From an optimization exercise on the open Yosys and OpenROAD flow, aimed at small area; shortcuts taken in it are not production practice. Only simulation tests tie the RTL to the original design; equivalence was not proved. Power is estimated from default activity; no workload was simulated.

--- design/flow/design.v ---
`timescale 1 ns / 1 ps
module fifo(clk,reset,r,w,data_in,out,full,empty,
	cnt_w_next,cnt_w,cnt_r_next,cnt_r);
	input clk,reset,r,w;
	input [7:0] data_in;
	output wire [7:0]out;
	output reg full,empty;
	output wire [3:0] cnt_w_next,cnt_r_next;
	output reg [3:0] cnt_w, cnt_r;
	wire we_0,we_1,we_2,we_3,we_4,we_5,we_6,
	we_7,we_8,we_9,we_10,we_11,we_12,we_13,we_14,we_15;
	reg [7:0] mem_out_0,mem_out_1,mem_out_2,mem_out_3,mem_out_4,mem_out_5,mem_out_6,
	mem_out_7,mem_out_8,mem_out_9,mem_out_10,mem_out_11,mem_out_12,mem_out_13,mem_out_14,mem_out_15;
	wire empty_next, full_next;
	assign cnt_w_next[0] = w^cnt_w[0];
	assign cnt_w_next[1] = cnt_w[1]^(cnt_w[0]&w);
	assign cnt_w_next[2] = cnt_w[2]^(cnt_w[0]&cnt_w[1]&w);
	assign cnt_w_next[3] = cnt_w[3]^(cnt_w[0]&cnt_w[1]&cnt_w[2]&w);	 
	always @(posedge clk) 		
		begin	
			cnt_w[0] <=cnt_w_next[0]&(~reset);
			cnt_w[1] <=cnt_w_next[1]&(~reset);
			cnt_w[2] <=cnt_w_next[2]&(~reset);
			cnt_w[3] <=cnt_w_next[3]&(~reset); 
		end
	assign cnt_r_next[0] = r^cnt_r[0];
	assign cnt_r_next[1] = cnt_r[1]^(cnt_r[0]&r);
	assign cnt_r_next[2] = cnt_r[2]^(cnt_r[0]&cnt_r[1]&r);
	assign cnt_r_next[3] = cnt_r[3]^(cnt_r[0]&cnt_r[1]&cnt_r[2]&r);	 
	always @(posedge clk) 
		begin
			cnt_r[0] <=cnt_r_next[0]&(~reset);
			cnt_r[1] <=cnt_r_next[1]&(~reset);
			cnt_r[2] <=cnt_r_next[2]&(~reset);
			cnt_r[3] <=cnt_r_next[3]&(~reset);
		end
	assign we_0 = w&((~cnt_w[0]&(~cnt_w[1])&(~cnt_w[2])&(~cnt_w[3])));
	assign we_1 = w&((cnt_w[0]&(~cnt_w[1])&(~cnt_w[2])&(~cnt_w[3])));
	assign we_2 = w&((~cnt_w[0]&(cnt_w[1])&(~cnt_w[2])&(~cnt_w[3])));
	assign we_3 = w&((cnt_w[0]&(cnt_w[1])&(~cnt_w[2])&(~cnt_w[3])));
	assign we_4 = w&((~cnt_w[0]&(~cnt_w[1])&(cnt_w[2])&(~cnt_w[3])));
	assign we_5 = w&((cnt_w[0]&(~cnt_w[1])&(cnt_w[2])&(~cnt_w[3])));
	assign we_6 = w&((~cnt_w[0]&(cnt_w[1])&(cnt_w[2])&(~cnt_w[3])));
	assign we_7 = w&((cnt_w[0]&(cnt_w[1])&(cnt_w[2])&(~cnt_w[3])));
	assign we_8 = w&((~cnt_w[0]&(~cnt_w[1])&(~cnt_w[2])&(cnt_w[3])));
	assign we_9 = w&((cnt_w[0]&(~cnt_w[1])&(~cnt_w[2])&(cnt_w[3])));
	assign we_10 = w&((~cnt_w[0]&(cnt_w[1])&(~cnt_w[2])&(cnt_w[3]))); 
	assign we_11 = w&((cnt_w[0]&(cnt_w[1])&(~cnt_w[2])&(cnt_w[3])));
	assign we_12 = w&((~cnt_w[0]&(~cnt_w[1])&(cnt_w[2])&(cnt_w[3])));
	assign we_13 = w&((cnt_w[0]&(~cnt_w[1])&(cnt_w[2])&(cnt_w[3])));
	assign we_14 = w&((~cnt_w[0]&(cnt_w[1])&(cnt_w[2])&(cnt_w[3])));
	assign we_15 = w&((cnt_w[0]&~cnt_w[1])&(cnt_w[2])&(cnt_w[3]));
	always @(posedge clk)
			begin
				mem_out_0[7:0] <= (mem_out_0[7:0] & {8{(~we_0)}} | (data_in[7:0] & {8{we_0}})) & {8{(~reset)}};
				mem_out_1[7:0] <= (mem_out_1[7:0] & {8{(~we_1)}} | (data_in[7:0] & {8{we_1}})) & {8{(~reset)}};
				mem_out_2[7:0] <= (mem_out_2[7:0] & {8{(~we_2)}} | (data_in[7:0] & {8{we_2}})) & {8{(~reset)}};
				mem_out_3[7:0] <= (mem_out_3[7:0] & {8{(~we_3)}} | (data_in[7:0] & {8{we_3}})) & {8{(~reset)}};
				mem_out_4[7:0] <= (mem_out_4[7:0] & {8{(~we_4)}} | (data_in[7:0] & {8{we_4}})) & {8{(~reset)}};
				mem_out_5[7:0] <= (mem_out_5[7:0] & {8{(~we_5)}} | (data_in[7:0] & {8{we_5}})) & {8{(~reset)}};
				mem_out_6[7:0] <= (mem_out_6[7:0] & {8{(~we_6)}} | (data_in[7:0] & {8{we_6}})) & {8{(~reset)}};
				mem_out_7[7:0] <= (mem_out_7[7:0] & {8{(~we_7)}} | (data_in[7:0] & {8{we_7}})) & {8{(~reset)}};
				mem_out_8[7:0] <= (mem_out_8[7:0] & {8{(~we_8)}} | (data_in[7:0] & {8{we_8}})) & {8{(~reset)}};
				mem_out_9[7:0] <= (mem_out_9[7:0] & {8{(~we_9)}} | (data_in[7:0] & {8{we_9}})) & {8{(~reset)}};
				mem_out_10[7:0] <= (mem_out_10[7:0] & {8{(~we_10)}} | (data_in[7:0] & {8{we_10}})) & {8{(~reset)}};
				mem_out_11[7:0] <= (mem_out_11[7:0] & {8{(~we_11)}} | (data_in[7:0] & {8{we_11}})) & {8{(~reset)}};
				mem_out_12[7:0] <= (mem_out_12[7:0] & {8{(~we_12)}} | (data_in[7:0] & {8{we_12}})) & {8{(~reset)}};
				mem_out_13[7:0] <= (mem_out_13[7:0] & {8{(~we_13)}} | (data_in[7:0] & {8{we_13}})) & {8{(~reset)}};
				mem_out_14[7:0] <= (mem_out_14[7:0] & {8{(~we_14)}} | (data_in[7:0] & {8{we_14}})) & {8{(~reset)}};
				mem_out_15[7:0] <= (mem_out_15[7:0]& {8{(~we_15)}} | (data_in[7:0] & {8{we_15}})) & {8{(~reset)}}; 
			end
		assign out[7:0] = 
		(mem_out_0[7:0]&{8{(~cnt_r[0] & (~cnt_r[1]) & (~cnt_r[2]) & (~cnt_r[3]))}}) | 
		(mem_out_1[7:0]&{8{(cnt_r[0] & (~cnt_r[1]) & (~cnt_r[2]) & (~cnt_r[3]))}}) | 
		(mem_out_2[7:0]&{8{(~cnt_r[0] & (cnt_r[1]) & (~cnt_r[2]) & (~cnt_r[3]))}}) |
		(mem_out_3[7:0]&{8{(cnt_r[0] & (cnt_r[1]) & (~cnt_r[2]) & (~cnt_r[3]))}}) | 
		(mem_out_4[7:0]&{8{(~cnt_r[0] & (~cnt_r[1]) & (cnt_r[2]) & (~cnt_r[3]))}}) |
		(mem_out_5[7:0]&{8{(cnt_r[0] & (~cnt_r[1]) & (cnt_r[2]) & (~cnt_r[3]))}}) |
		(mem_out_6[7:0]&{8{(~cnt_r[0] & (cnt_r[1]) & (cnt_r[2]) & (~cnt_r[3]))}}) | 
		(mem_out_7[7:0]&{8{(cnt_r[0] & (cnt_r[1]) & (cnt_r[2]) & (~cnt_r[3]))}}) |
		(mem_out_8[7:0]&{8{(~cnt_r[0] & (~cnt_r[1]) & (~cnt_r[2]) & (cnt_r[3]))}}) | 
		(mem_out_9[7:0]&{8{(cnt_r[0] & (~cnt_r[1]) & (~cnt_r[2]) & (cnt_r[3]))}}) |
		(mem_out_10[7:0]&{8{(~cnt_r[0] & (cnt_r[1]) & (~cnt_r[2]) & (cnt_r[3]))}}) | 
		(mem_out_11[7:0]&{8{(cnt_r[0] & (cnt_r[1]) & (~cnt_r[2]) & (cnt_r[3]))}}) |
		(mem_out_12[7:0]&{8{(~cnt_r[0] & (~cnt_r[1]) & (cnt_r[2]) & (cnt_r[3]))}}) | 
		(mem_out_13[7:0]&{8{(cnt_r[0] & (~cnt_r[1]) & (cnt_r[2]) & (cnt_r[3]))}}) |
		(mem_out_14[7:0]&{8{(~cnt_r[0] & (cnt_r[1]) & (cnt_r[2]) & (cnt_r[3]))}}) | 
		(mem_out_15[7:0]&{8{(cnt_r[0] & (cnt_r[1]) & (cnt_r[2]) & (cnt_r[3]))}}) & {8{r}};
	assign empty_next = (cnt_r_next[3:0] === cnt_w[3:0])&(~w&r)|(empty&(~w))|reset;
	assign full_next = (((cnt_w_next[3:0]===cnt_r[3:0]) & w & ~r) | (full & ~r))&(~reset);
	always @(posedge clk)
		begin
		 empty <= (~reset)&empty_next | (reset);
		 full <= (~reset)&full_next;
		end
endmodule
--- design/flow/run.sh ---
#!/bin/bash
# synth_recipe.tcl (not shown) runs the flow's synth.tcl, then flattens the netlist and writes it again
# the make line also repeats each setting of config.mk as NAME=value (left out here)
make -C /OpenROAD-flow-scripts/flow DESIGN_CONFIG=/design/flow/config.mk WORK_HOME=/design/flow/orfs CLKGATE_MAP_FILE= SYNTH_SCRIPT=/design/flow/synth_recipe.tcl finish
--- design/flow/config.mk ---
export PLATFORM = sky130hd
export DESIGN_NAME = fifo
export DESIGN_NICKNAME = fifo
export VERILOG_FILES = /design/flow/design.v
export SDC_FILE = /design/flow/constraint.sdc
export NUM_CORES = 4
export LEC_CHECK = 0
export CAP_MARGIN = 20
export CORE_MARGIN = 2
export CORE_UTILIZATION = 40
export PLACE_DENSITY = 0.6
export SLEW_MARGIN = 20
--- design/flow/constraint.sdc ---
create_clock -name core_clock -period 5.0 [get_ports {clk}]
set_input_delay 1.0000 -clock core_clock [delete_from_list [all_inputs] [get_ports {clk}]]
set_output_delay 1.0000 -clock core_clock [all_outputs]
set_load 0.01 [all_outputs]
==> flow_metrics.env, run 1 <==
export IMPL_status="complete, no violations"
export IMPL_final_nets=790
export IMPL_drcViolationCount=0
export IMPL_top_level_ports=38
export IMPL_drv_cap=0
export IMPL_insertion_delay_ns=0.42
export IMPL_syn_area_mm2=0.006397
export IMPL_drt_iter0_drc=657
export IMPL_finalWirelength_um=21060
export IMPL_hpwlAfterDp_um=13670
export IMPL_synth_seq_cells=138
export IMPL_cts_tree="built"
export IMPL_first_global_vias=5485
export IMPL_finalHoldViolations=0
export IMPL_critPathKind="reg -> out"
export IMPL_cts_buffers=17
export IMPL_cts_path_max_buffers=2
export IMPL_diodes=0
export IMPL_rows=46
export IMPL_reg2regPathDepth=4
export IMPL_wl_per_cell_um=21.02
export IMPL_netlist_instances=770
export IMPL_place_inst=973
export IMPL_antenna_found_initial=0
export IMPL_grt_pass1_wl_um=31840
export IMPL_groute_usage_overall=0.2538
export IMPL_firstDrtPassIters=5
export IMPL_clkSinkCount=138
export IMPL_power_frac_seq=0.452
export IMPL_period_share=0.9115
export IMPL_cts_resized=0
export IMPL_stdcell_count=1002
export IMPL_yosys_warnings=1
export IMPL_ant_nets=0
export IMPL_rsz0062_at_grt="false"
export IMPL_power_frac_comb=0.091
export IMPL_yosysSeqAreaShare=0.4318
export IMPL_grt_overflow=0
export IMPL_p_sw_uw=614.1
export IMPL_powerDensity_mw_per_mm2=341.2
export IMPL_cp_end_kind="output pin"
export IMPL_grt_max_degree=93
export IMPL_p_sw_frac=0.2434
export IMPL_period_minus_slack_ns=4.557
export IMPL_whs_ns=0.4504
export IMPL_numPortBuffers=37
export IMPL_finClkSkew_ns=0.006294
export IMPL_worstPathMaxFanout=25
export IMPL_drive_gt1_frac=0.08142
export IMPL_leakage_uw=0.002656
export IMPL_die_w_um=130.5
export IMPL_crit_required_ns=4.00
export IMPL_avgSynthCellArea_um2=8.308
export IMPL_dieArea_mm2=0.01702
export IMPL_initial_core_util=0.4057
export IMPL_final_util=0.4689
export IMPL_worst_pin_slew_ns=1.106
export IMPL_die_h_um=130.5
export IMPL_synth_edf_count=0
export IMPL_clkPwrFrac=0.457
export IMPL_hold_buffers=0
export IMPL_slew_headroom=0.2616
export IMPL_vias_per_cell=5.842
export IMPL_holdPathStages=2
export IMPL_min_path_type="reg -> reg"
export IMPL_cts_root_buffer="clkbuf_16"
export IMPL_synth_nets=784
export IMPL_slew_violations=0
export IMPL_startpoint_type="register"
export IMPL_post_cts_buffers=0
export IMPL_synthArstFlopShare=0
export IMPL_worst_ep_arrival_time_ns=3.56
export IMPL_synthFlopType="dfxtp_1"
export IMPL_fmax_mhz=219.4
export IMPL_vias=5854
export IMPL_yosysUniqueCellTypes=58
export IMPL_h_tree_depth=4
export IMPL_vdd_ir_drop_max_v=0.0002653
export IMPL_area_growth_pct=15.59
export IMPL_gp_congestion=0.9425
export IMPL_tns_ns=0
export IMPL_clk_pin_slew_worst_paths_ns=0.06
export IMPL_report_final_setup_viol=0
export IMPL_intPower_uw=1909
export IMPL_core_mm2=0.01577
[Yosys cell counts, drive strengths merged (3+ instances only)]
| cell | number | share of area |
|---|---|---|
| and2 | 6 | 0.0059 |
| mux2 | 12 | 0.022 |
| nor3 | 5 | 0.0039 |
| o221ai | 3 | 0.0041 |
| nand3 | 20 | 0.016 |
| mux2i | 54 | 0.084 |
| a22o | 5 | 0.0068 |
| a32oi | 6 | 0.0082 |
| o21ai | 64 | 0.050 |
| a31oi | 4 | 0.0039 |
| nor2 | 62 | 0.037 |
| nor2b | 17 | 0.017 |
| nand2b | 8 | 0.0078 |
| nand2 | 113 | 0.066 |
| inv | 6 | 0.0035 |
| and3 | 6 | 0.0059 |
| clkbuf | 40 | 0.023 |
| a32o | 3 | 0.0047 |
| a21oi | 94 | 0.074 |
| nand3b | 7 | 0.0082 |
| a22oi | 15 | 0.018 |
| nand4 | 5 | 0.0049 |
| nor3b | 6 | 0.0070 |
| dfxtp | 138 | 0.43 |
| xnor2 | 9 | 0.012 |
| buf | 27 | 0.024 |
[flip-flops by register name, summed over array words and instances, names as in the netlist, 4 cells and up]
name / count
mem_out_13: 8
mem_out_4: 8
mem_out_2: 8
mem_out_12: 8
mem_out_0: 8
mem_out_9: 8
mem_out_1: 8
cnt_w: 4
mem_out_11: 8
mem_out_10: 8
mem_out_5: 8
cnt_r: 4
mem_out_15: 8
mem_out_3: 8
mem_out_6: 8
mem_out_8: 8
mem_out_14: 8
mem_out_7: 8
[path summary, 6_finish.rpt]
path	from	end	slack (ns)
worst max-delay path	cnt_r[0]$_DFF_P_	out[3]	0.44
worst min-delay path	mem_out_15[7]$_DFF_P_	mem_out_15[7]$_DFF_P_	0.45
worst max register to register	cnt_w[2]$_DFF_P_	mem_out_2[1]$_DFF_P_	2.57
worst min register to register	mem_out_15[7]$_DFF_P_	mem_out_15[7]$_DFF_P_	0.45
[logic make-up (layout without fill, tap and decap cells)]
kind of cell	Yosys count	in the layout	share of synthesized area
compound gates	212	212	0.1936
fa+ha+maj	2	2	0.003911
buf+inv	73	89	0.05124
mux	67	67	0.1097
simple gates	267	267	0.1946
xor+xnor	11	11	0.01506
flops	138	138	0.4318
[power by group through the flow]
stage | Sequential (µW) | Combinational, µW | Clock [µW]
2_1_floorplan | 1150 | 139 | 0
3_3_place_gp | 1160 | 222 | 0
3_5_place_dp | 1160 | 225 | 0
4_1_cts | 1140 | 226 | 1170
5_1_grt | 1140 | 246 | 1210
6_report | 1140 | 230 | 1150
[stage by stage]
step | area, µm² | total power (µW) | worst slack, ns
floorplan | 6397 | 1289 | 1.894
global placement | 6859 | 1385 | 0.6297
detailed placement | 6862 | 1389 | 0.5681
CTS | 7395 | 2536 | 0.4765
global route | 7395 | 2601 | 0.3209
finish | 7395 | 2523 | 0.4425
[layer usage]
metal | track usage | share of wire
met5 | 0 | 0
met4 | 0.1208 | 0.033
met3 | 0.05985 | 0.085
met2 | 0.3804 | 0.44
met1 | 0.3459 | 0.44
[final cells by class]
class / instances / area [µm²]
fill: 1560 / 8376
multi-input combinational: 559 / 3309
sequential: 138 / 2764
clock buffer: 27 / 523.0
timing repair buffer: 54 / 495.5
tap: 216 / 270.3
inverter: 6 / 22.52
clock inverter: 2 / 10.01
[cell usage in the layout (no fill, tap or decap), types with 6 or more instances in the layout]
master and n:
a21oi_1 94, a22oi_1 15, a32oi_1 6, and3_1 6, buf_4 18, clkbuf_16 17, clkbuf_8 6, clkdlybuf4s50_1 36
dfxtp_1 137, inv_1 6, mux2_2 11, mux2i_1 54, nand2_1 113, nand2b_1 8, nand3_1 19, nand3b_1 7
nor2_1 61, nor2b_1 16, nor3b_1 6, o21ai_0 62, xnor2_1 9
[worst max-delay path, cell delays in order (launching register included)]
cell	delay [ns]
dfxtp_1	1.04
nand4_1	0.36
nor2_1	0.77
a221oi_1	0.21
o221ai_1	0.15
clkdlybuf4s50_1	0.60
==> run 2, diff against run 1 <==
==> design/flow/design.v (replaced) <==
`timescale 1 ns / 1 ps
module fifo(clk,reset,r,w,data_in,out,full,empty,
	cnt_w_next,cnt_w,cnt_r_next,cnt_r);
	input clk,reset,r,w;
	input [7:0] data_in;
	output wire [7:0] out;
	output reg full,empty;
	output wire [3:0] cnt_w_next,cnt_r_next;
	output reg [3:0] cnt_w, cnt_r;
	assign cnt_w_next = cnt_w + {3'b000, w};
	assign cnt_r_next = cnt_r + {3'b000, r};
	always @(posedge clk) begin
		if (reset) begin
			cnt_w <= 4'd0;
			cnt_r <= 4'd0;
			empty <= 1'b1;
			full  <= 1'b0;
		end else begin
			cnt_w <= cnt_w_next;
			cnt_r <= cnt_r_next;
			empty <= ((cnt_r_next == cnt_w) & ~w & r) | (empty & ~w);
			full  <= ((cnt_w_next == cnt_r) & w & ~r) | (full & ~r);
		end
	end
	wire [7:0] din = data_in & {8{~reset}};
	reg [7:0] m [0:14];
	genvar k;
	generate
		for (k = 0; k < 15; k = k + 1) begin : slot
			wire en = reset | (w & (cnt_w == k));
			always @(posedge clk)
				if (en) m[k] <= din;
		end
	endgenerate
	reg [7:0] rd;
	always @* begin
		case (cnt_r)
			4'd0:  rd = m[0];
			4'd1:  rd = m[1];
			4'd2:  rd = m[2];
			4'd3:  rd = m[3];
			4'd4:  rd = m[4];
			4'd5:  rd = m[5];
			4'd6:  rd = m[6];
			4'd7:  rd = m[7];
			4'd8:  rd = m[8];
			4'd9:  rd = m[9];
			4'd10: rd = m[10];
			4'd11: rd = m[11];
			4'd12: rd = m[12];
			4'd13: rd = m[13];
			4'd14: rd = m[14];
			default: rd = m[13] & {8{r}};
		endcase
	end
	assign out = rd;
endmodule
==> design/flow/config.mk (replaced) <==
export PLATFORM = sky130hd
export DESIGN_NAME = fifo
export DESIGN_NICKNAME = fifo
export VERILOG_FILES = /design/flow/design.v
export SDC_FILE = /design/flow/constraint.sdc
export NUM_CORES = 4
export LEC_CHECK = 0
export ABC_AREA = 1
export CAP_MARGIN = 20
export CORE_MARGIN = 2
export CORE_UTILIZATION = 70
export PLACE_DENSITY = 0.8
export SLEW_MARGIN = 20
==> run 2 against run 1 <==
Via count is 27% lower. Routed wire length is 30% lower. Critical endpoint unchanged. Design area is 10% lower. Still clean on timing, DRC and antenna. Die area is 49% lower.
==> flow_metrics.env, run 2 <==
export IMPL_status="complete, no violations"
export IMPL_yosysMostFrequentCell="nand2_1"
export IMPL_ant_nets=0
export IMPL_powerDensity_mw_per_mm2=399.0
export IMPL_top_register="m"
export IMPL_synth_area_top_cells="edfxtp_1 65%, nand2_1 13%, dfxtp_1 3.6%, nor2_1 3.1%, nand3_1 2.3%"
export IMPL_power_frac_seq=0.491
export IMPL_cts_root_buffer="clkbuf_8"
export IMPL_rsz0062_at_grt="false"
export IMPL_drive_gt1_frac=0.1254
export IMPL_fmax_mhz=252.8
export IMPL_drv_cap=0
export IMPL_final_nets=587
export IMPL_h_tree_depth=4
export IMPL_largest_reg_flops=120
export IMPL_min_path_type="reg -> reg"
export IMPL_worstPathCellList="inv_1 -> nand2_4 -> nor2_4 -> nand2_1 -> nand2_1 -> nor2_1 -> nand2_1 -> nor2_1 -> nand2_1 -> clkdlybuf4s50_1"
export IMPL_synthArstFlopShare=0
export IMPL_vias_per_cell=6.231
export IMPL_slew_headroom=0.2329
export IMPL_place_area_mm2=0.006107
export IMPL_cts_path_max_buffers=2
export IMPL_grt_pass1_wl_um=22540
export IMPL_fin_area_mm2=0.006643
export IMPL_synthFlopType="edfxtp_1"
export IMPL_core_mm2=0.007687
export IMPL_top_level_ports=38
export IMPL_drcViolationCount=0
export IMPL_diodes=0
export IMPL_hold_end="full$_SDFF_PP0_"
export IMPL_critPathKind="reg -> out"
export IMPL_avgSynthCellArea_um2=10.94
export IMPL_yosysUniqueCellTypes=25
export IMPL_netlist_instances=506
export IMPL_n_fill_cell=352
export IMPL_area_growth_pct=19.95
export IMPL_p_sw_frac=0.2429
export IMPL_synth_edf_count=120
export IMPL_slew_violations=0
export IMPL_final_cell_mix="191 x nand2_1, 120 x edfxtp_1, 44 x nor2_1, 37 x clkdlybuf4s50_1, 34 x inv_1"
export IMPL_synth_seq_cells=130
export IMPL_period_share=0.7910
export IMPL_finalWirelength_um=14820
export IMPL_routed_top_layer="met4"
export IMPL_cp_num_cells=10
export IMPL_first_global_vias=4072
export IMPL_syn_area_mm2=0.005538
export IMPL_wl_met1_um=4960
export IMPL_worst_pin_slew_ns=1.146
export IMPL_insertion_delay_ns=0.52
export IMPL_worst_ep_arrival_time_ns=2.95
export IMPL_critPathSlowestCell="dfxtp_1"
export IMPL_wl_met3_um=1872
export IMPL_drt_iter0_drc=580
export IMPL_vias=4262
export IMPL_reg2regPathDepth=4
export IMPL_cts_buffers=17
export IMPL_yosys_warnings=2
export IMPL_period_minus_slack_ns=3.955
export IMPL_startpoint_type="register"
export IMPL_clkPwrFrac=0.421
export IMPL_synthTopCellsByCount="191 x nand2_1, 120 x edfxtp_1, 46 x nor2_1, 34 x inv_1, 26 x nand3_1"
export IMPL_cp_top_family="simple AND/OR/NAND/NOR gates"
export IMPL_wl_met2_um=7212
export IMPL_finClkSkew_ns=0.007073
export IMPL_report_final_setup_viol=0
export IMPL_dieArea_mm2=0.008639
export IMPL_yosys_area_top_type="edfxtp_1"
export IMPL_antenna_found_initial=0
export IMPL_wl_per_cell_um=21.66
export IMPL_post_cts_buffers=0
export IMPL_worstReg2RegEnd="m[14][1]$_DFFE_PP_"
export IMPL_cp_common_cell="nand2_1"
export IMPL_die_h_um=92.95
export IMPL_path_buf_inv=2
export IMPL_intPower_uw=2007
export IMPL_clkSinkCount=130
export IMPL_hpwlAfterDp_um=8707
export IMPL_die_w_um=92.95
export IMPL_top_regs="m x120, cnt_r x4, cnt_w x4"
export IMPL_numPortBuffers=37
export IMPL_max_stage_delay_ns=0.61
export IMPL_vdd_ir_drop_max_v=0.0003356
export IMPL_yosys_area_top_type_share=0.6507
export IMPL_firstDrtPassIters=6
export IMPL_grt_overflow=0
export IMPL_hold_start="full$_SDFF_PP0_"
export IMPL_worstPathMaxFanout=12
export IMPL_p_sw_uw=643.9
export IMPL_crit_required_ns=4.00
export IMPL_hold_buffers=0
export IMPL_whs_ns=0.4481
export IMPL_gp_congestion=0.9095
export IMPL_cts_resized=0
export IMPL_rrSetupSlack_ns=2.91
export IMPL_initial_core_util=0.7204
export IMPL_groute_usage_overall=0.3671
export IMPL_cts_tree="built"
export IMPL_yosysSeqAreaShare=0.6869
export IMPL_rows=32
export IMPL_grt_max_degree=19
export IMPL_layout_commonest_cell="nand2_1"
export IMPL_r2r_start="cnt_w[0]$_SDFF_PP0_"
export IMPL_clk_pin_slew_worst_paths_ns=0.06
export IMPL_leakage_uw=0.002658
export IMPL_finalHoldViolations=0
export IMPL_cp_end_kind="output pin"
export IMPL_holdPathStages=2
export IMPL_synth_nets=522
export IMPL_tns_ns=0
export IMPL_power_frac_comb=0.089
[run 2: cell types whose count changed after synthesis, sizes merged, moves of 31 or more]
cell	delta
dfxtp	-128
edfxtp	+120
a21oi	-90
nand2	+86
mux2i	-54
o21ai	-51
clkbuf	-36
inv	+31
[run 2: worst max path at each step]
stage / start / endpoint / slack (ns)
2_1_floorplan: r / cnt_r_next[3] / 2.44
3_3_place_gp: w / cnt_w_next[3] / 1.31
3_5_place_dp: w / cnt_w_next[3] / 1.24
4_1_cts: cnt_r[1]$_SDFF_PP0_ / out[3] / 1.14
5_1_grt: cnt_r[1]$_SDFF_PP0_ / out[3] / 0.93
6_report: cnt_r[1]$_SDFF_PP0_ / out[3] / 1.05
[run 2: stage by stage]
| step | setup slack, ns | total power, µW | utilization | std cells |
|---|---|---|---|---|
| floorplan | 2.440 | 1423 | - | 506 |
| global placement | 1.309 | 1531 | 0.7930 | 653 |
| detailed placement | 1.244 | 1537 | 0.7944 | 654 |
| CTS | 1.141 | 2640 | 0.8634 | 684 |
| global route | 0.9323 | 2708 | 0.8641 | 684 |
| finish | 1.045 | 2651 | 0.8641 | 684 |
[run 2: power groups by stage]
stage	Combinational, µW	Clock [µW]	Sequential (µW)
2_1_floorplan	114	0	1310
3_3_place_gp	217	0	1310
3_5_place_dp	221	0	1320
4_1_cts	228	1110	1300
5_1_grt	248	1160	1300
6_report	235	1120	1300
[run 2: final cells by class]
| type | count | area, µm² | share of cell area |
|---|---|---|---|
| clock buffers | 18 | 417.9 | 0.06291 |
| clock inverters | 12 | 112.6 | 0.01695 |
| flip-flops and latches | 130 | 3804 | 0.5726 |
| well taps | 102 | 127.6 | 0.01921 |
| multi-input cells | 332 | 1545 | 0.2326 |
| inverters | 37 | 141.4 | 0.02128 |
| repair buffers | 53 | 494.2 | 0.07440 |
[run 2: worst register-to-register path, cell delays in order, from the launching register on]
cell and delay [ns]:
dfxtp_1 0.41, inv_1 0.18, nand3_1 0.13, o21ai_0 0.80
buf_4 0.28
[run 2: cells by family (layout without fill, tap and decap cells)]
group	Yosys count	count (layout)	synth area share
xor+xnor	1	1	0.001582
buf+inv	44	120	0.03502
flops	130	130	0.6869
compound gates	21	21	0.02079
fa+ha+maj	4	4	0.009038
simple gates	306	306	0.2467
[run 2: routing by layer]
layer / global-route usage / vias to the layer above
met5: 0 / -
met4: 0.1875 / 0
met3: 0.08381 / 70
met2: 0.5894 / 370
met1: 0.4743 / 1980
li1: - / 1842
==> run 3, diff against run 2 <==
==> design/flow/config.mk (replaced) <==
export PLATFORM = sky130hd
export DESIGN_NAME = fifo
export DESIGN_NICKNAME = fifo
export VERILOG_FILES = /design/flow/design.v
export SDC_FILE = /design/flow/constraint.sdc
export NUM_CORES = 4
export LEC_CHECK = 0
export CAP_MARGIN = 20
export CORE_MARGIN = 2
export CORE_UTILIZATION = 40
export PLACE_DENSITY = 0.6
export SLEW_MARGIN = 20
==> run 3 against run 2 <==
Sequential cell count stayed put. Clock skew rose by 0.0024 ns. Cell count down 8.2%. Synthesized area is 1.8% higher. Power increased by 7.6%. Design area is 2.9% higher. Combinational power grew 16%. Worst setup slack worse by 0.37 ns. Routed wire length is 3.8% lower. Critical path type unchanged. Synthesized cell count fell by 24%. Die area up 74%. First-iteration DRC count fell by 51%. Still clean.
==> flow_metrics.env, run 3 <==
export IMPL_antenna_found_initial=0
export IMPL_startpoint_type="register"
export IMPL_firstDrtPassIters=5
export IMPL_top_level_ports=38
export IMPL_finalHoldViolations=0
export IMPL_top_regs="m x120, cnt_r x4, cnt_w x4"
export IMPL_critPathKind="reg -> out"
export IMPL_die_h_um=122.7
export IMPL_finalWirelength_um=14250
export IMPL_rsz0062_at_grt="false"
export IMPL_finClkSkew_ns=0.009459
export IMPL_report_final_setup_viol=0
export IMPL_tns_ns=0
export IMPL_cts_tree="built"
export IMPL_place_area_mm2=0.006227
export IMPL_period_minus_slack_ns=4.326
export IMPL_final_nets=451
export IMPL_diodes=0
export IMPL_yosysUniqueCellTypes=61
export IMPL_cts_path_max_buffers=2
export IMPL_status="complete, no violations"
export IMPL_clk_pin_slew_worst_paths_ns=0.05
export IMPL_synth_nets=401
export IMPL_syn_area_mm2=0.005637
export IMPL_hold_start="empty$_SDFF_PP1_"
export IMPL_multiInputGateArea_mm2=0.001638
export IMPL_ant_nets=0
export IMPL_post_cts_buffers=0
export IMPL_yosys_warnings=2
export IMPL_first_global_vias=3647
export IMPL_drive_gt1_frac=0.1696
export IMPL_synth_seq_cells=130
export IMPL_whs_ns=0.4868
export IMPL_layout_commonest_cell="edfxtp_1"
export IMPL_largest_reg_flops=120
export IMPL_period_share=0.8651
export IMPL_drt_iter0_drc=284
export IMPL_drcViolationCount=0
export IMPL_vias=3542
export IMPL_groute_usage_overall=0.2044
export IMPL_initial_core_util=0.4077
export IMPL_worst_pin_slew_ns=1.109
export IMPL_powerDensity_mw_per_mm2=417.3
export IMPL_slew_violations=0
export IMPL_synthFlopType="edfxtp_1"
export IMPL_intPower_uw=2234
export IMPL_insertion_delay_ns=0.41
export IMPL_hpwlAfterDp_um=8775
export IMPL_clkPwrFrac=0.439
export IMPL_yosys_area_top_type_share=0.6393
export IMPL_netlist_instances=385
export IMPL_stdcell_count=628
export IMPL_p_sw_uw=617.8
export IMPL_gp_congestion=0.8017
export IMPL_r2r_start="cnt_r[2]$_SDFF_PP0_"
export IMPL_core_mm2=0.01383
export IMPL_synthArstFlopShare=0
export IMPL_synthTopCellsByCount="120 x edfxtp_1, 21 x nand3_1, 19 x nor2b_1, 17 x o21ai_0, 15 x mux2i_1"
export IMPL_power_frac_comb=0.096
export IMPL_hold_buffers=0
export IMPL_crit_start="cnt_r[2]$_SDFF_PP0_"
export IMPL_avgSynthCellArea_um2=14.64
export IMPL_fin_area_mm2=0.006833
export IMPL_top_register="m"
export IMPL_drv_cap=0
export IMPL_worst_ep_arrival_time_ns=3.33
export IMPL_synth_area_top_cells="edfxtp_1 64%, dfxtp_1 3.6%, mux2i_1 2.7%, mux2_2 2.6%, nor2b_1 2.1%"
export IMPL_grt_overflow=0
export IMPL_vias_per_cell=5.640
export IMPL_yosys_area_top_type="edfxtp_1"
export IMPL_fmax_mhz=231.2
export IMPL_cts_resized=0
export IMPL_place_inst=595
export IMPL_h_tree_depth=4
export IMPL_clkSinkCount=130
export IMPL_layout_area_seq_mm2=0.003806
export IMPL_yosysSeqAreaShare=0.6748
export IMPL_area_growth_pct=21.22
export IMPL_min_path_type="reg -> reg"
export IMPL_die_w_um=122.7
export IMPL_crit_required_ns=4.00
export IMPL_wl_per_cell_um=22.69
export IMPL_grt_pass1_wl_um=21820
export IMPL_rows=43
export IMPL_grt_max_degree=36
export IMPL_vdd_ir_drop_max_v=0.0001885
export IMPL_final_cell_mix="120 x edfxtp_1, 37 x clkdlybuf4s50_1, 21 x nand3_1, 19 x nor2b_1, 19 x buf_4"
export IMPL_cts_buffers=17
export IMPL_yosysMostFrequentCell="edfxtp_1"
export IMPL_n_fill_cell=1148
export IMPL_leakage_uw=0.002334
export IMPL_p_sw_frac=0.2166
export IMPL_cp_end_kind="output pin"
export IMPL_worstPathMaxFanout=25
export IMPL_numPortBuffers=37
export IMPL_cts_root_buffer="clkbuf_16"
export IMPL_dieArea_mm2=0.01506
export IMPL_slew_headroom=0.2597
export IMPL_synth_edf_count=120
export IMPL_power_frac_seq=0.465
==> run 3: power by group through the flow <==
| stage | clock, µW | sequential (µW) | combinational, µW |
|---|---|---|---|
| 2_1_floorplan | 0 | 1320 | 171 |
| 3_3_place_gp | 0 | 1340 | 271 |
| 3_5_place_dp | 0 | 1350 | 273 |
| 4_1_cts | 1270 | 1330 | 275 |
| 5_1_grt | 1320 | 1340 | 295 |
| 6_report | 1250 | 1330 | 273 |
==> run 3: through the flow <==
| step | utilization | power (µW) | setup WS [ns] |
|---|---|---|---|
| floorplan | - | 1492 | 2.280 |
| global placement | 0.4504 | 1616 | 0.8558 |
| detailed placement | 0.4504 | 1622 | 0.8265 |
| CTS | 0.4938 | 2869 | 0.7030 |
| global route | 0.4942 | 2947 | 0.5599 |
| finish | 0.4942 | 2851 | 0.6744 |
==> run 3: kinds of logic after synthesis <==
family / after synthesis / share of synthesized area
flops: 130 / 0.6748
buf+inv: 38 / 0.03463
compound gates: 73 / 0.09700
fa+ha+maj: 4 / 0.008879
mux: 34 / 0.07325
xor+xnor: 13 / 0.02020
simple gates: 93 / 0.09123
==> run 3: final cells by class <==
cell class,count,share of cell area
tap,180,0.03296
multi-input combinational,217,0.2397
inverter,12,0.006592
timing repair buffer,57,0.07581
clock buffer,20,0.06391
sequential,130,0.5570
clock inverter,12,0.02399
==> run 3: path summary, 6_finish.rpt <==
| path | to | slack (ns) | cells past startpoint |
|---|---|---|---|
| setup / recovery | out[6] | 0.67 | 6 |
| hold / removal | empty$_SDFF_PP1_ | 0.49 | 2 |
| setup reg to reg | empty$_SDFF_PP1_ | 2.59 | 4 |
| hold reg to reg | empty$_SDFF_PP1_ | 0.49 | 2 |
==> run 3: routing by layer <==
layer	up-vias	GRT usage	part of all wire
li1	1599	-	-
met1	1800	0.2784	0.44
met2	115	0.3246	0.48
met3	28	0.04786	0.056
met4	0	0.06394	0.023
met5	-	0	0
==> run 3: critical path, cell delays in order, from the launching register on <==
cell             delay [ns]
dfxtp_1                1.05
buf_4                  0.37
nor3b_1                0.43
a32oi_1                0.10
mux2_2                 0.32
nand3_1                0.10
clkdlybuf4s50_1        0.54
==> run 4, diff against run 3 <==
==> design/flow/design.v (replaced) <==
`timescale 1 ns / 1 ps
module fifo_hold(q, ld_a, ld_b, nd, y);
	input q, ld_a, ld_b, nd;
	output y;
	assign y = ~((~q & ~ld_a) | (ld_b & nd));
endmodule
module fifo_aoi222(a0, s0, a1, s1, a2, s2, y);
	input a0, s0, a1, s1, a2, s2;
	output y;
	assign y = ~((a0 & s0) | (a1 & s1) | (a2 & s2));
endmodule
module fifo_nand5(a, y);
	input [4:0] a;
	output y;
	assign y = ~&a;
endmodule
module fifo(clk,reset,r,w,data_in,out,full,empty,
	cnt_w_next,cnt_w,cnt_r_next,cnt_r);
	input clk,reset,r,w;
	input [7:0] data_in;
	output wire [7:0] out;
	output reg full,empty;
	output wire [3:0] cnt_w_next,cnt_r_next;
	output reg [3:0] cnt_w, cnt_r;
	assign cnt_w_next = cnt_w + {3'b000, w};
	assign cnt_r_next = cnt_r + {3'b000, r};
	always @(posedge clk) begin
		if (reset) begin
			cnt_w <= 4'd0;
			cnt_r <= 4'd0;
			empty <= 1'b1;
			full  <= 1'b0;
		end else begin
			cnt_w <= cnt_w_next;
			cnt_r <= cnt_r_next;
			empty <= ((cnt_r_next == cnt_w) & ~w & r) | (empty & ~w);
			full  <= ((cnt_w_next == cnt_r) & w & ~r) | (full & ~r);
		end
	end
	wire [3:0] wlo, whi;
	assign wlo[0] = w & ~cnt_w[1] & ~cnt_w[0];
	assign wlo[1] = w & ~cnt_w[1] &  cnt_w[0];
	assign wlo[2] = w &  cnt_w[1] & ~cnt_w[0];
	assign wlo[3] = w &  cnt_w[1] &  cnt_w[0];
	assign whi[0] = ~cnt_w[3] & ~cnt_w[2];
	assign whi[1] = ~cnt_w[3] &  cnt_w[2];
	assign whi[2] =  cnt_w[3] & ~cnt_w[2];
	assign whi[3] =  cnt_w[3] &  cnt_w[2];
	wire [7:0] nd = ~(data_in & {8{~reset}});
	wire [14:0] ld;
	reg [119:0] m;
	genvar k, b;
	generate
		for (k = 0; k < 15; k = k + 1) begin : slot
			assign ld[k] = reset | (wlo[k % 4] & whi[k / 4]);
			for (b = 0; b < 8; b = b + 1) begin : bt
				wire y;
				fifo_hold u (.q(m[8*k+b]), .ld_a(ld[k]), .ld_b(ld[k]), .nd(nd[b]), .y(y));
				always @(posedge clk)
					m[8*k+b] <= y;
			end
		end
	endgenerate
	wire [3:0] rlo, rhi;
	assign rlo[0] = ~cnt_r[1] & ~cnt_r[0];
	assign rlo[1] = ~cnt_r[1] &  cnt_r[0];
	assign rlo[2] =  cnt_r[1] & ~cnt_r[0];
	assign rlo[3] =  cnt_r[1] &  cnt_r[0];
	assign rhi[0] = ~cnt_r[3] & ~cnt_r[2];
	assign rhi[1] = ~cnt_r[3] &  cnt_r[2];
	assign rhi[2] =  cnt_r[3] & ~cnt_r[2];
	assign rhi[3] =  cnt_r[3] &  cnt_r[2];
	wire [14:0] sel;
	generate
		for (k = 0; k < 15; k = k + 1) begin : rsel
			if (k == 13)
				assign sel[k] = rhi[3] & cnt_r[0] & (~cnt_r[1] | r);
			else
				assign sel[k] = rlo[k % 4] & rhi[k / 4];
		end
		for (b = 0; b < 8; b = b + 1) begin : rbit
			wire [4:0] t;
			for (k = 0; k < 5; k = k + 1) begin : grp
				fifo_aoi222 u (.a0(m[8*(3*k)+b]), .s0(sel[3*k]),
					.a1(m[8*(3*k+1)+b]), .s1(sel[3*k+1]),
					.a2(m[8*(3*k+2)+b]), .s2(sel[3*k+2]), .y(t[k]));
			end
			fifo_nand5 o (.a(t), .y(out[b]));
		end
	endgenerate
endmodule
--- a/design/flow/config.mk
+++ b/design/flow/config.mk
@@ -7,6 +7,10 @@
 export LEC_CHECK = 0
 export CAP_MARGIN = 20
 export CORE_MARGIN = 2
-export CORE_UTILIZATION = 40
-export PLACE_DENSITY = 0.6
+export CORE_UTILIZATION = 80
+export CTS_BUF_LIST = sky130_fd_sc_hd__clkbuf_8
+export CTS_CLUSTER_DIAMETER = 60
+export CTS_CLUSTER_SIZE = 30
+export PLACE_DENSITY = 0.9
 export SLEW_MARGIN = 20
+export SYNTH_HIERARCHICAL = 1
==> run 4 against run 3 <==
Still clean. Design area down 5.6%. Register-to-register slack about the same. Fmax down 6.3%. Clock skew up 0.0025 ns. Die area down 49%. Critical path type unchanged. Largest cell class is now multi-input combinational cells.
==> flow_metrics.env, run 4 <==
export IMPL_status="complete, no violations"
export IMPL_netlist_instances=406
export IMPL_cts_buffers=17
export IMPL_synthArstFlopShare=0
export IMPL_synth_nets=422
export IMPL_hold_end="full$_SDFF_PP0_"
export IMPL_synthTopCellsByCount="130 x dfxtp_1, 120 x a2bb2oi_2, 40 x a222oi_1, 14 x nand2_1, 13 x nand3_1"
export IMPL_fmax_mhz=216.7
export IMPL_finalHoldViolations=0
export IMPL_rsz0062_at_grt="false"
export IMPL_largest_reg_flops=120
export IMPL_layout_commonest_cell="dfxtp_1"
export IMPL_vias_per_cell=8.125
export IMPL_drive_gt1_frac=0.3638
export IMPL_yosysSeqAreaShare=0.4690
export IMPL_cp_end_kind="output pin"
export IMPL_grt_max_degree=25
export IMPL_period_share=0.9229
export IMPL_holdPathStages=1
export IMPL_min_path_type="reg -> reg"
export IMPL_yosysMostFrequentCell="dfxtp_1"
export IMPL_rrSetupSlack_ns=2.58
export IMPL_worstPathCellList="nand2b_1 -> nor3_1 -> a222oi_1 -> and3_1 -> nand3_1 -> clkdlybuf4s50_1"
export IMPL_leakage_uw=0.002306
export IMPL_final_cell_mix="130 x dfxtp_1, 120 x a2bb2oi_2, 40 x a222oi_1, 37 x clkdlybuf4s50_1, 18 x clkbuf_8"
export IMPL_firstDrtPassIters=11
export IMPL_critPathKind="reg -> out"
export IMPL_yosys_warnings=7
export IMPL_yosys_area_top_type_share=0.4690
export IMPL_cts_path_max_buffers=2
export IMPL_first_global_vias=4458
export IMPL_post_cts_buffers=0
export IMPL_drt_iter0_drc=869
export IMPL_top_level_ports=38
export IMPL_finalWirelength_um=17090
export IMPL_hpwlAfterDp_um=9565
export IMPL_startpoint_type="register"
export IMPL_slew_violations=0
export IMPL_synth_seq_cells=130
export IMPL_top_regs="m x120, cnt_r x4, cnt_w x4"
export IMPL_cts_root_buffer="clkbuf_8"
export IMPL_area_growth_pct=16.26
export IMPL_critPathSlowestCell="nor3_1"
export IMPL_antenna_found_initial=0
export IMPL_rows=30
export IMPL_n_fill_cell=149
export IMPL_slew_headroom=0.2040
export IMPL_groute_usage_overall=0.4616
export IMPL_report_final_setup_viol=0
export IMPL_h_tree_depth=4
export IMPL_dp_worst_setup_slack_ns=0.7647
export IMPL_numPortBuffers=37
export IMPL_vdd_ir_drop_max_v=0.0004763
export IMPL_drcViolationCount=0
export IMPL_avgSynthCellArea_um2=13.67
export IMPL_max_stage_delay_ns=0.95
export IMPL_tns_ns=0
export IMPL_final_nets=473
export IMPL_worstReg2RegEnd="m[75]$_DFF_P_"
export IMPL_hold_buffers=0
export IMPL_worst_ep_arrival_time_ns=3.61
export IMPL_ant_nets=0
export IMPL_cts_tree="built"
export IMPL_period_minus_slack_ns=4.614
export IMPL_synth_edf_count=0
export IMPL_clk_pin_slew_worst_paths_ns=0.08
export IMPL_layout_setup_ws_ns=0.3857
export IMPL_yosysUniqueCellTypes=31
export IMPL_dieArea_mm2=0.007619
export IMPL_grt_pass1_wl_um=25620
export IMPL_r2r_start="cnt_w[3]$_SDFF_PP0_"
export IMPL_diodes=0
export IMPL_clkSinkCount=130
export IMPL_wl_per_cell_um=31.08
export IMPL_yosys_area_top_type="dfxtp_1"
export IMPL_hold_start="full$_SDFF_PP0_"
export IMPL_die_w_um=87.29
export IMPL_worstPathMaxFanout=12
export IMPL_vias=4469
export IMPL_grt_overflow=0
export IMPL_initial_core_util=0.8213
export IMPL_drv_cap=0
export IMPL_worst_pin_slew_ns=1.185
export IMPL_syn_area_mm2=0.005549
export IMPL_reg2regPathDepth=3
export IMPL_finClkSkew_ns=0.01199
export IMPL_synth_area_top_cells="dfxtp_1 47%, a2bb2oi_2 32%, a222oi_1 7.2%, xnor2_1 1.3%, nand3_1 1.2%"
export IMPL_insertion_delay_ns=0.46
export IMPL_die_h_um=87.29
export IMPL_cts_resized=0
export IMPL_gp_congestion=0.8862
export IMPL_core_mm2=0.006756
export IMPL_top_register="m"
export IMPL_crit_required_ns=4.00
export IMPL_powerDensity_mw_per_mm2=405.3
export IMPL_synthFlopType="dfxtp_1"
## run 4: report_power, final
group	internal (µW)	switching [µW]	total (µW)	leakage, µW
registers	1140	106	1250	0.00109
clock network	462	452	914	0.000194
logic	246	207	453	0.00102
## run 4: through the flow
| step | cells | util | total power [µW] | hold WS [ns] | area (µm²) |
|---|---|---|---|---|---|
| after floorplan | 406 | - | 1541 | 0.4650 | 5549 |
| after global placement | 518 | 0.8957 | 1649 | 0.4520 | 6052 |
| after detailed placement | 518 | 0.8957 | 1682 | 0.4561 | 6052 |
| after CTS | 550 | 0.9548 | 2595 | 0.4841 | 6451 |
| after global routing | 550 | 0.9548 | 2668 | 0.4937 | 6451 |
| final | 550 | 0.9548 | 2614 | 0.4811 | 6451 |
## run 4: layer usage
metal / vias up / track usage / wire (µm)
met5: - / 0 / 0
met4: 0 / 0.3175 / 1394
met3: 158 / 0.1820 / 1892
met2: 428 / 0.7404 / 8021
met1: 2061 / 0.4976 / 5785
li1: 1822 / - / -
## run 4: how the worst max path moves through the flow
stage | from | endpoint | slack, ns | depth (start not counted)
after global routing | cnt_r[1]$_SDFF_PP0_ | out[2] | 0.38 | 6
final | cnt_r[2]$_SDFF_PP0_ | out[4] | 0.39 | 6
after CTS | cnt_r[2]$_SDFF_PP0_ | out[6] | 0.47 | 6
after global placement | r | out[1] | 0.91 | 7
after detailed placement | r | out[1] | 0.76 | 7
after floorplan | w | m[10]$_DFF_P_ | 1.92 | 3
## run 4: modules after synthesis (local to each module, per instance)
module	times used	area, µm²	flip-flops and latches	cells inside
fifo_aoi222	40	10.01	0	1
fifo	1	3257	130	230
fifo_hold	120	15.01	0	1
fifo_nand5	8	11.26	0	2
## run 4: cell type report
| type | count | area, µm² | area share |
|---|---|---|---|
| clock buffer | 18 | 247.7 | 0.03840 |
| clock inverter | 14 | 151.4 | 0.02347 |
| inverter | 4 | 15.01 | 0.002327 |
| multi-input combinational | 262 | 2927 | 0.4536 |
| sequential | 130 | 2603 | 0.4034 |
| tap | 80 | 100.1 | 0.01552 |
| timing repair buffer | 42 | 407.9 | 0.06323 |
## run 4: worst max-delay path: cells and delay by family, from the launching register on
family                 cells  cell delay (ns)
AOI/OAI and AO/OA          1             0.33
buffers and inverters      1             0.57
DFF                        1             0.70
and+or+nand+nor            4             1.55
## run 4: cell families (layout without fill, tap and decap cells)
group,count (synthesis),count (layout),share of synthesized area
buffers and inverters,14,78,0.01443
AOI/OAI and AO/OA,177,177,0.4174
xor gates and xnor gates,13,13,0.02661
DFF,130,130,0.4690
and+or+nand+nor,68,68,0.06358
adders and majority gates,4,4,0.009020
==> run 5, diff against run 4 <==
==> design/flow/flow/run.sh (new file) <==
#!/bin/bash
# Own layout flow: the standard flow (standard synthesis unchanged) with
#  - every combinational cell downsized after floorplan (repair re-sizes where needed),
#  - minimum-size buffers on the ports,
#  - a clock tree of small buffers without dummy loads.
set -euo pipefail
here=$(pwd)
export POST_FLOORPLAN_TCL=$here/flow/downsize.tcl
export BUFFER_PORTS_ARGS="-buffer_cell sky130_fd_sc_hd__buf_1"
export CTS_ARGS="-sink_clustering_enable -repair_clock_nets -buf_list sky130_fd_sc_hd__clkbuf_4 -sink_clustering_size 20 -sink_clustering_max_diameter 60 -dont_use_dummy_load"
bash standard.sh > $here/standard_flow.log 2>&1
==> design/flow/flow/downsize.tcl (new file) <==
# Replace every combinational cell by the smallest-area cell of the same
# family (same function, other drive strength); later repair steps size
# cells up again where slew, capacitance or timing need it.
set db [ord::get_db]
set block [ord::get_db_block]
set dont_use {}
if {[info exists ::env(DONT_USE_CELLS)]} { set dont_use $::env(DONT_USE_CELLS) }
set n 0
set saved 0.0
foreach inst [$block getInsts] {
  set m [$inst getMaster]
  set mn [$m getName]
  if {![regexp {^(sky130_fd_sc_hd__[a-z0-9]+)_(\d+)$} $mn -> base sz]} { continue }
  if {[regexp {^sky130_fd_sc_hd__(tap|fill|decap|lpflow|clkdly|dly|conb|probe)} $mn]} { continue }
  set best $m
  set best_area [expr {[$m getWidth] * [$m getHeight]}]
  foreach s {0 1 2 3 4 6 8 12 16} {
    set cn "${base}_$s"
    if {$cn eq $mn || [lsearch -exact $dont_use $cn] >= 0} { continue }
    set c [$db findMaster $cn]
    if {$c eq "NULL" || $c eq ""} { continue }
    set a [expr {[$c getWidth] * [$c getHeight]}]
    if {$a < $best_area} { set best $c; set best_area $a }
  }
  if {$best ne $m} {
    set saved [expr {$saved + ([$m getWidth] * [$m getHeight] - $best_area) / 1e6}]
    replace_cell [$inst getName] [$best getName]
    incr n
  }
}
puts "downsize: replaced $n cells, [format %.1f $saved] um2 less"
==> design/flow/standard.sh (new file) <==
#!/bin/bash
# synth_recipe.tcl (not shown) runs the flow's synth.tcl, then flattens the netlist and writes it again
# the make line also repeats each setting of config.mk as NAME=value (left out here)
make -C /OpenROAD-flow-scripts/flow DESIGN_CONFIG=/design/flow/config.mk WORK_HOME=/design/flow/orfs CLKGATE_MAP_FILE= SYNTH_SCRIPT=/design/flow/synth_recipe.tcl "${@:-finish}"
==> design/flow/config.mk (replaced) <==
export PLATFORM = sky130hd
export DESIGN_NAME = fifo
export DESIGN_NICKNAME = fifo
export VERILOG_FILES = /design/flow/design.v
export SDC_FILE = /design/flow/constraint.sdc
export NUM_CORES = 4
export LEC_CHECK = 0
export CAP_MARGIN = 5
export CORE_MARGIN = 2
export CORE_UTILIZATION = 70
export PLACE_DENSITY = 0.8
export SLEW_MARGIN = 5
export SYNTH_HIERARCHICAL = 1
removed: design/flow/run.sh
==> run 5 against run 4 <==
Core utilization is 28 points lower. Power is 25% lower. Sequential cell count stayed put. Sequential share of layout area is 9.9 points higher. Count of clock-buffer cells in the layout is 1 lower.
==> flow_metrics.env, run 5 <==
export IMPL_status="complete, no violations"
export IMPL_path_buf_inv=1
export IMPL_area_growth_pct=-6.674
export IMPL_startpoint_type="register"
export IMPL_rsz0062_at_grt="false"
export IMPL_critPathSlowestCell="nor3_1"
export IMPL_synthFlopType="dfxtp_1"
export IMPL_cp_top_family="simple AND/OR/NAND/NOR gates"
export IMPL_slew_headroom=0.05315
export IMPL_layout_area_seq_mm2=0.002603
export IMPL_finalWirelength_um=12170
export IMPL_n_fill_cell=605
export IMPL_power_uw=1963
export IMPL_first_global_vias=3551
export IMPL_final_util=0.6737
export IMPL_wl_per_cell_um=21.65
export IMPL_clk_pin_slew_worst_paths_ns=0.07
export IMPL_finalHoldViolations=0
export IMPL_initial_core_util=0.7218
export IMPL_worstPathMaxFanout=12
export IMPL_yosys_area_top_type="dfxtp_1"
export IMPL_gp_congestion=0.9277
export IMPL_drv_cap=0
export IMPL_tns_ns=0
export IMPL_multiInputGateArea_mm2=0.002092
export IMPL_slew_violations=0
export IMPL_top_register="m"
export IMPL_vdd_ir_drop_max_v=0.0002499
export IMPL_groute_usage_overall=0.2963
export IMPL_drt_iter0_drc=417
export IMPL_yosys_warnings=7
export IMPL_hold_buffers=0
export IMPL_grt_overflow=0
export IMPL_cts_buffers=17
export IMPL_dieArea_mm2=0.008656
export IMPL_worst_pin_slew_ns=1.409
export IMPL_antenna_found_initial=0
export IMPL_insertion_delay_ns=0.51
export IMPL_diodes=0
export IMPL_final_cell_mix="130 x dfxtp_1, 120 x a2bb2oi_1, 40 x a222oi_1, 37 x buf_1, 17 x clkbuf_4"
export IMPL_cts_path_max_buffers=2
export IMPL_clkSinkCount=130
export IMPL_synth_nets=422
export IMPL_place_inst=545
export IMPL_ant_nets=0
export IMPL_yosysSeqAreaShare=0.4690
export IMPL_report_final_setup_viol=0
export IMPL_worstPathCellList="nand2_1 -> nor3_1 -> a222oi_1 -> nand3_1 -> buf_1"
export IMPL_cts_root_buffer="clkbuf_4"
export IMPL_h_tree_depth=4
export IMPL_drcViolationCount=0
export IMPL_fmax_mhz=249.2
export IMPL_top_regs="m x120, cnt_r x4, cnt_w x4"
export IMPL_dp_worst_setup_slack_ns=1.504
export IMPL_synth_area_top_cells="dfxtp_1 47%, a2bb2oi_2 32%, a222oi_1 7.2%, xnor2_1 1.3%, nand3_1 1.2%"
export IMPL_cp_end_kind="output pin"
export IMPL_leakage_uw=0.002015
export IMPL_cts_tree="built"
export IMPL_min_path_type="reg -> reg"
export IMPL_layout_setup_ws_ns=0.9877
export IMPL_synthTopCellsByCount="130 x dfxtp_1, 120 x a2bb2oi_2, 40 x a222oi_1, 14 x nand2_1, 13 x nand3_1"
export IMPL_avgSynthCellArea_um2=13.67
export IMPL_critPathKind="reg -> out"
export IMPL_period_share=0.8025
export IMPL_core_mm2=0.007687
export IMPL_numPortBuffers=37
export IMPL_period_minus_slack_ns=4.012
export IMPL_yosysUniqueCellTypes=31
export IMPL_grt_pass1_wl_um=19380
export IMPL_stdcell_count=562
export IMPL_vias=3799
export IMPL_cts_resized=0
export IMPL_synth_seq_cells=130
export IMPL_rows=32
export IMPL_powerDensity_mw_per_mm2=379.0
export IMPL_finClkSkew_ns=0.04710
export IMPL_die_h_um=93.04
export IMPL_yosysMostFrequentCell="dfxtp_1"
export IMPL_drive_gt1_frac=0.06957
export IMPL_die_w_um=93.04
export IMPL_max_stage_delay_ns=1.09
export IMPL_vias_per_cell=6.760
export IMPL_grt_max_degree=25
export IMPL_yosys_area_top_type_share=0.4690
export IMPL_top_level_ports=38
export IMPL_synthArstFlopShare=0
export IMPL_hpwlAfterDp_um=8061
export IMPL_worst_ep_arrival_time_ns=3.01
export IMPL_rrSetupSlack_ns=3.00
export IMPL_final_nets=478
export IMPL_syn_area_mm2=0.005549
export IMPL_netlist_instances=406
export IMPL_synth_edf_count=0
export IMPL_firstDrtPassIters=6
export IMPL_layout_commonest_cell="dfxtp_1"
export IMPL_largest_reg_flops=120
export IMPL_crit_required_ns=4.00
export IMPL_post_cts_buffers=0
-- run 5: cell counts after synthesis --
No cell type changed its count.
-- run 5: path summary, 6_finish.rpt --
path | to | depth (start not counted) | startpoint
setup reg to reg | m[34]$_DFF_P_ | 3 | cnt_w[2]$_SDFF_PP0_
hold / removal | m[114]$_DFF_P_ | 1 | m[114]$_DFF_P_
hold reg to reg | m[114]$_DFF_P_ | 1 | m[114]$_DFF_P_
setup / recovery | out[0] | 5 | cnt_r[2]$_SDFF_PP0_
-- run 5: logic make-up (layout without fill, tap and decap cells) --
logic type | Yosys count | after routing | synth area share
adders and majority gates | 4 | 4 | 0.009020
buffers and inverters | 14 | 68 | 0.01443
AOI/OAI and AO/OA | 177 | 177 | 0.4174
DFF | 130 | 130 | 0.4690
xor gates and xnor gates | 13 | 13 | 0.02661
and+or+nand+nor | 68 | 68 | 0.06358
-- run 5: per-module statistics from Yosys (local to each module, per instance) --
module       cell area, µm²  flip-flops and latches  times used  cells
fifo                   3257                     130           1    230
fifo_aoi222           10.01                       0          40      1
fifo_hold             15.01                       0         120      1
fifo_nand5            11.26                       0           8      2
-- run 5: cell type report --
type	count	share of cell area
well taps	102	0.02464
multi-input cells	262	0.4040
clock buffers	17	0.02464
repair buffers	47	0.04131
flip-flops and latches	130	0.5025
inverters	4	0.002899
-- run 5: metal layers --
layer / share of wire / vias up / track usage
li1: - / 1796 / -
met1: 0.44 / 1807 / 0.4093
met2: 0.45 / 171 / 0.4378
met3: 0.085 / 25 / 0.07333
met4: 0.027 / 0 / 0.1397
met5: 0 / - / 0
-- run 5: power by group --
part,switching (µW),total (µW),internal (µW)
registers,65.6,1210,1140
clock network,305,460,155
logic,148,296,148
total,518,1960,1440
-- run 5: per-stage QoR --
step           hold WS (ns)  instance area, µm²
3_5_place_dp         0.4658                5051
5_1_grt              0.4844                5179
3_3_place_gp         0.4550                5051
2_1_floorplan        0.4650                5549
6_report             0.4783                5179
4_1_cts              0.4784                5179
==> run 6, diff against run 5 <==
==> design/flow/config.mk (replaced) <==
export PLATFORM = sky130hd
export DESIGN_NAME = fifo
export DESIGN_NICKNAME = fifo
export VERILOG_FILES = /design/flow/design.v
export SDC_FILE = /design/flow/constraint.sdc
export NUM_CORES = 4
export LEC_CHECK = 0
export CAP_MARGIN = 20
export CORE_MARGIN = 2
export CORE_UTILIZATION = 70
export GPL_TIMING_DRIVEN = 0
export PLACE_DENSITY = 0.8
export SLEW_MARGIN = 20
export SYNTH_HIERARCHICAL = 1
==> run 6 against run 5 <==
Highest routed layer unchanged. Synthesized area stayed put. Count of clock-buffer cells in the layout unchanged. Critical endpoint unchanged. Sequential share of layout area fell by 0.50 points. Die area unchanged. Core utilization up 0.68 points.
==> flow_metrics.env, run 6 <==
export IMPL_largest_reg_flops=120
export IMPL_grt_max_degree=17
export IMPL_status="complete, no violations"
export IMPL_leakage_uw=0.002032
export IMPL_yosysSeqAreaShare=0.4690
export IMPL_cts_tree="built"
export IMPL_period_minus_slack_ns=4.127
export IMPL_final_nets=488
export IMPL_final_cell_mix="130 x dfxtp_1, 120 x a2bb2oi_1, 45 x buf_1, 40 x a222oi_1, 17 x clkbuf_4"
export IMPL_antenna_found_initial=0
export IMPL_crit_required_ns=4.00
export IMPL_grt_overflow=0
export IMPL_area_growth_pct=-5.727
export IMPL_period_share=0.8254
export IMPL_syn_area_mm2=0.005549
export IMPL_cp_end_kind="output pin"
export IMPL_die_h_um=93.04
export IMPL_synth_nets=422
export IMPL_hold_end="m[118]$_DFF_P_"
export IMPL_critPathKind="reg -> out"
export IMPL_min_path_type="reg -> reg"
export IMPL_p_sw_uw=519.9
export IMPL_ant_nets=0
export IMPL_synth_area_top_cells="dfxtp_1 47%, a2bb2oi_2 32%, a222oi_1 7.2%, xnor2_1 1.3%, nand3_1 1.2%"
export IMPL_diodes=0
export IMPL_holdPathStages=1
export IMPL_cts_path_max_buffers=2
export IMPL_rows=32
export IMPL_worst_ep_arrival_time_ns=3.13
export IMPL_top_register="m"
export IMPL_worstReg2RegEnd="m[57]$_DFF_P_"
export IMPL_place_inst=555
export IMPL_clkPwrFrac=0.234
export IMPL_hold_buffers=0
export IMPL_intPower_uw=1446
export IMPL_power_frac_comb=0.156
export IMPL_synth_edf_count=0
export IMPL_power_frac_seq=0.610
export IMPL_grt_pass1_wl_um=19160
export IMPL_rrSetupSlack_ns=2.93
export IMPL_fmax_mhz=242.3
export IMPL_n_fill_cell=627
export IMPL_die_w_um=93.04
export IMPL_rsz0062_at_grt="false"
export IMPL_hold_start="m[118]$_DFF_P_"
export IMPL_p_sw_frac=0.2645
export IMPL_finalHoldViolations=0
export IMPL_post_cts_buffers=0
export IMPL_clk_pin_slew_worst_paths_ns=0.08
export IMPL_stdcell_count=572
export IMPL_initial_core_util=0.7218
export IMPL_report_final_setup_viol=0
export IMPL_worstPathMaxFanout=10
export IMPL_yosys_area_top_type_share=0.4690
export IMPL_worst_pin_slew_ns=1.091
export IMPL_top_regs="m x120, cnt_r x4, cnt_w x4"
export IMPL_synthArstFlopShare=0
export IMPL_gp_congestion=0.8450
export IMPL_startpoint_type="register"
export IMPL_vias_per_cell=6.760
export IMPL_synthFlopType="dfxtp_1"
export IMPL_reg2regPathDepth=5
export IMPL_finClkSkew_ns=0.03803
export IMPL_finalWirelength_um=12010
export IMPL_vdd_ir_drop_max_v=0.0002582
export IMPL_synthTopCellsByCount="130 x dfxtp_1, 120 x a2bb2oi_2, 40 x a222oi_1, 14 x nand2_1, 13 x nand3_1"
export IMPL_groute_usage_overall=0.2907
export IMPL_slew_headroom=0.2673
export IMPL_dieArea_mm2=0.008656
export IMPL_wl_per_cell_um=20.99
export IMPL_r2r_start="cnt_w[1]$_SDFF_PP0_"
export IMPL_synth_seq_cells=130
export IMPL_numPortBuffers=36
export IMPL_drv_cap=0
export IMPL_drive_gt1_frac=0.07447
export IMPL_clkSinkCount=130
export IMPL_avgSynthCellArea_um2=13.67
export IMPL_yosysUniqueCellTypes=31
export IMPL_h_tree_depth=4
export IMPL_drcViolationCount=0
export IMPL_whs_ns=0.4766
export IMPL_layout_commonest_cell="dfxtp_1"
export IMPL_yosys_area_top_type="dfxtp_1"
export IMPL_cts_buffers=17
export IMPL_top_level_ports=38
export IMPL_cts_root_buffer="clkbuf_4"
export IMPL_yosys_warnings=7
export IMPL_insertion_delay_ns=0.51
export IMPL_powerDensity_mw_per_mm2=375.8
export IMPL_slew_violations=0
export IMPL_vias=3867
export IMPL_netlist_instances=406
export IMPL_tns_ns=0
export IMPL_core_mm2=0.007687
export IMPL_drt_iter0_drc=532
export IMPL_firstDrtPassIters=9
export IMPL_hpwlAfterDp_um=8206
export IMPL_yosysMostFrequentCell="dfxtp_1"
export IMPL_first_global_vias=3647
export IMPL_cts_resized=0
[run 6: Yosys stat by module (local to each module, per instance)]
module       cells  flops+latches
fifo           230            130
fifo_nand5       2              0
fifo_hold        1              0
fifo_aoi222      1              0
[run 6: stage by stage]
stage | setup WS, ns | total power (µW) | area, µm² | utilization
CTS | 0.9054 | 1973 | 5231 | 0.6805
global placement | 1.420 | 1504 | 5000 | 0.6504
floorplan | 1.925 | 1541 | 5549 | -
detailed placement | 1.397 | 1522 | 5104 | 0.6639
global route | 0.6295 | 2061 | 5231 | 0.6805
finish | 0.8731 | 1966 | 5231 | 0.6805
[run 6: area by class of cell]
| class | instances | area (µm²) | area share |
|---|---|---|---|
| Clock buffer | 17 | 127.6 | 0.02440 |
| Multi-Input combinational cell | 262 | 2103 | 0.4021 |
| Buffer | 10 | 37.54 | 0.007175 |
| Tap cell | 102 | 127.6 | 0.02440 |
| Timing Repair Buffer | 47 | 217.7 | 0.04162 |
| Sequential cell | 130 | 2603 | 0.4975 |
| Inverter | 4 | 15.01 | 0.002870 |
[run 6: power groups by stage]
stage / Combinational, µW / Clock, µW / Sequential (µW)
final: 306 / 460 / 1200
after detailed placement: 302 / 0 / 1220
after CTS: 302 / 473 / 1200
after global placement: 287 / 0 / 1220
after global routing: 330 / 520 / 1210
after floorplan: 315 / 0 / 1230
[run 6: metal layers]
layer	global-route usage	up-vias	wire length [µm]
li1	-	1820	-
met1	0.3942	1834	5328
met2	0.4360	185	5444
met3	0.07494	28	887
met4	0.1360	0	347
met5	0	-	0
[run 6: how the worst max path moves through the flow]
stage | startpoint | to | slack [ns] | cells past startpoint
3_3_place_gp | cnt_r[2]$_SDFF_PP0_ | out[4] | 1.42 | 6
5_1_grt | cnt_r[2]$_SDFF_PP0_ | out[6] | 0.63 | 7
3_5_place_dp | r | out[5] | 1.40 | 7
2_1_floorplan | w | m[10]$_DFF_P_ | 1.92 | 3
6_report | cnt_r[2]$_SDFF_PP0_ | out[0] | 0.87 | 7
4_1_cts | cnt_r[1]$_SDFF_PP0_ | out[3] | 0.91 | 7
[run 6: logic make-up after synthesis]
kind of cell,count (synthesis),synth area share
compound gates,177,0.4174
xor+xnor,13,0.02661
fa+ha+maj,4,0.009020
buf+inv,14,0.01443
flops,130,0.4690
simple gates,68,0.06358
[run 6: critical path, stage by stage, from the launching register on]
cell and delay (ns):
dfxtp_1 0.39, buf_1 0.46, nand2b_1 0.20, nor3_1 0.77, a222oi_1 0.31, and3_1 0.28
nand3_1 0.08, buf_1 0.15

-- port drivers added, routing unchanged --
Ports are ideal in the flow. The routed layouts listed here were re-timed in OpenROAD. Step 1, drivers: a clkbuf_16 drives clk and a buf_2 each remaining input, both assumed. Step 2, shift: input delay + t, output delay - t, t = (earliest + latest rising clock arrival at the registers) / 2. This alone moves slack from input paths to output paths. a / b / c = ideal ports / drivers / drivers and shift; a / b = the first two.
run	t (ns)	setup WS [ns]	clock arrival spread, ns	worst register clock-pin slew, ns	cell pins on the clock port's net
run 1	0.463	0.443 / 0.398 / 0.429	0.008 / 0.008	0.06 / 0.06	1
run 2	0.548	1.045 / 1.012 / 1.173	0.010 / 0.010	0.06 / 0.06	1
run 3	0.440	0.674 / 0.636 / 0.821	0.011 / 0.012	0.06 / 0.06	1
run 4	0.481	0.386 / 0.353 / 0.558	0.015 / 0.015	0.09 / 0.09	1
run 5	0.520	0.988 / 0.957 / 1.368	0.047 / 0.047	0.12 / 0.12	1
run 6	0.523	0.873 / 0.844 / 1.348	0.042 / 0.042	0.12 / 0.12	1
After both steps every run listed still meets setup and hold. The setup slack of run 1, which loses most, moves by -0.045 ns with the drivers and by -0.014 ns with both steps.
